Background: an optimization exercise with open tools, aiming at small area. Do not read the settings as production practice.
In this exercise RTL edits were held to simulation tests only and were not proved equivalent to the original.

## run 1
Design wavelet_transform, start of the top module:
module wavelet_transform #(
    parameter BITS_PER_ELEM = 8,
    parameter TOTAL_FILTERS = 7,
    parameter SUM_TRUNCATION = 8
) (
    input wire clk,
    input wire rst,
    input wire signed [BITS_PER_ELEM - 1:0] i_value,
    input wire i_data_clk,
    input wire [7:0] i_select_output_channel,
    output wire [SUM_TRUNCATION - 1:0] o_multiplexed_wavelet_out,
    output wire o_active,
    output [8:0] io_oeb
);
  assign io_oeb = 9'b0;
  reg active;
  assign o_active = active;
  reg dprev, dprev2, ph0, ph1, ph2;
  reg [7:0] mux_out;
  assign o_multiplexed_wavelet_out = mux_out;
  wire capture = i_data_clk & ~dprev & ~dprev2;
  wire phany = ph0 | ph1 | ph2;
  reg [7:0] u0;
  reg [7:0] u1;
  reg [7:0] u2;
  reg [7:0] u3;
  reg [7:0] u4;
  reg [7:0] u5;
  reg [7:0] u6;
  reg [7:0] u7;
  reg [7:0] u8;
  reg [7:0] u9;
  reg [7:0] u10;
  reg [7:0] u11;
  reg [7:0] u12;
  reg [7:0] u13;
  reg [7:0] u14;
  reg [7:0] u15;
  reg [7:0] u16;
  reg [7:0] u17;
  reg [7:0] u18;
  reg [7:0] u19;
  reg [7:0] u20;
  reg [7:0] u21;
  reg [7:0] u22;
  reg [7:0] u23;
  reg [7:0] u24;
  reg [7:0] u25;
  reg [7:0] u26;
  reg [7:0] u27;
  reg [7:0] u28;
  reg [7:0] u29;
  reg [7:0] u30;
  reg [7:0] u31;
  reg [7:0] u32;
  reg [7:0] u33;
  reg [7:0] u34;
  reg [7:0] u35;
  reg [7:0] u36;
  reg [7:0] u37;
  reg [7:0] u38;
  reg [7:0] u39;
  reg [7:0] u40;
  reg [7:0] u41;
  reg [7:0] u42;
  reg [7:0] u43;
  reg [7:0] u44;
  reg [7:0] u45;
  reg [7:0] u46;
  reg [7:0] u47;
  reg [7:0] u48;
  reg [7:0] u49;
  reg [7:0] u50;
  reg [7:0] u51;
  reg [7:0] u52;
  reg [7:0] u53;
  reg [7:0] u54;
  reg [7:0] u55;
  reg [7:0] u56;
  reg [7:0] u57;
  reg [7:0] u58;
  reg [7:0] u59;
  reg [7:0] u60;
  reg [7:0] u61;
  reg [7:0] u62;
  reg [7:0] u63;
  reg [7:0] u64;
  reg [7:0] u65;
  reg [7:0] u66;
  reg [7:0] u67;
  reg [7:0] u68;
  reg [7:0] u69;
  reg [7:0] u70;
  reg [7:0] u71;
  reg [7:0] u72;
  reg [7:0] u73;
  ...
==> flow/config.mk <==
export PLATFORM = sky130hd
export DESIGN_NAME = wavelet_transform
export DESIGN_NICKNAME = wavelet_transform
export VERILOG_FILES = /design/flow/design.v
export SDC_FILE = /design/flow/constraint.sdc
export NUM_CORES = 4
export LEC_CHECK = 0
export CAP_MARGIN = 10
export CORE_MARGIN = 2
export CORE_UTILIZATION = 60
export SLEW_MARGIN = 10
==> flow/constraint.sdc <==
create_clock -name core_clock -period 14.0 [get_ports {clk}]
set_input_delay 2.8000 -clock core_clock [delete_from_list [all_inputs] [get_ports {clk}]]
set_output_delay 2.8000 -clock core_clock [all_outputs]
set_load 0.01 [all_outputs]
standard.sh (not shown) runs the stock make flow with config.mk's settings and CLKGATE_MAP_FILE= SYNTH_SCRIPT=/design/flow/synth_recipe.tcl, a recipe that flattens the netlist after the stock synthesis.
==> flow/flow/run.sh <==
#!/bin/bash
# Own flow: the standard synthesis; then fixinv3.py removes the inverters
# synthesis left between cells, mostly around full adders (a full adder is
# self-dual, so some fa cells are flipped to take and give complemented
# signals; some gates are swapped for their inverted-output twins); then
# the standard layout from floorplan to finish on that netlist, with clock
# tree synthesis given the buffer list and sink clustering in flow/cts_args
# and no dummy loads.  Each step's output goes to its own log here.
set -euo pipefail
R=orfs/results/${FLOW_PLATFORM}/wavelet_transform/base
bash standard.sh synth > synth.log 2>&1
cp "$R/1_2_yosys.v" 1_2_yosys.std.v
python3 flow/fixinv3.py 1_2_yosys.std.v "$R/1_2_yosys.v" > fixinv.log 2>&1
rm -f "$R/1_synth.odb" "$R/1_synth.sdc"
CTS="-sink_clustering_enable -repair_clock_nets -dont_use_dummy_load"
if [[ -f flow/cts_args ]]; then CTS="$CTS $(cat flow/cts_args)"; fi
bash standard.sh finish "CTS_ARGS=$CTS" > finish.log 2>&1
Other scripts of this flow, unchanged in this note and not shown: flow/flow/cts_args, flow/flow/fixinv3.py
Run 1 completed end to end with timing, DRC and antenna clean.
Edits applied to the flow inputs when going from run 1 to run 2:
Settings: swapping 10 for 20 in SLEW_MARGIN; swapping 10 for 20 in CAP_MARGIN.
Summary of run 2 over run 1: wire length reported by the detailed router about even, number of buffers created by CTS went up 5, final worst-path cycle share went down, final cell count shows no meaningful change. Looking at the reports, run 2 completed the entire flow and the layout it produced met the timing, design-rule and antenna checks. The sequential share of layout area was comparable across run 2 and run 1. Final critical path time including I/O delays and setup sits lower in run 2 than in run 1. Of run 2 and run 1, the lower slack of the worst reg-to-reg path belongs to run 1.
#### Input delta (run 3 over run 2)
Settings: changing CORE_UTILIZATION from 60 to 70; changing CAP_MARGIN from 20 to 10; changing SLEW_MARGIN from 20 to 10.
### Flow results
- Nothing crashed in run 3 and all stages finished; the problem is that the final layout failed, the offending checks being slew limit.
- Final count of pins violating max slew | run 3 above run 2
- Via count normalized by instance count (run 2 / run 3): 0.943
- Run 3 vs run 2: peak fanout along the critical path down by more than half
- Compared run 3 vs run 2, and total core area is down in run 3.
- Compared with run 2, run 3 ends up with a smaller final cell area.
- The number of cells in the finished layout apart from fillers of run 3 falls short of that of run 2 by 3.6%.
- Changes observed in run 3 relative to run 2: die area fell by about 14%, wire length fell by 4300 um, final-stage net count stayed essentially flat.

==> static timing again, ports no longer ideal <==
How much do the figures lean on ideal ports? The routed layouts below were timed once more, with nothing changed but the port constraints.
Step 1 sets driving cells, clkbuf_16 on the clock port and buf_2 on the other inputs (assumed; they add their load-dependent delay and slew).
Step 2 times the ports against the registers' clock, not the clock port: input delays grow and output delays shrink by t, the midpoint of the rising clock arrivals with the driver on.
Three values: no drivers, after step 1, after step 2; two values: the first two.
run | t (ns) | setup slack, ns | hold WS [ns] | worst setup path at the end | worst register clock-pin slew, ns
run 1 | 0.787 | 0.454 / 0.454 / 0.454 | 0.406 / 0.406 / 0.406 | register to register | 0.11 / 0.11
run 2 | 0.742 | 0.497 / 0.497 / 0.497 | 0.453 / 0.453 / 0.453 | register to register | 0.11 / 0.11
run 3 | 0.776 | 0.513 / 0.513 / 0.513 | 0.475 / 0.475 / 0.475 | register to register | 0.10 / 0.10
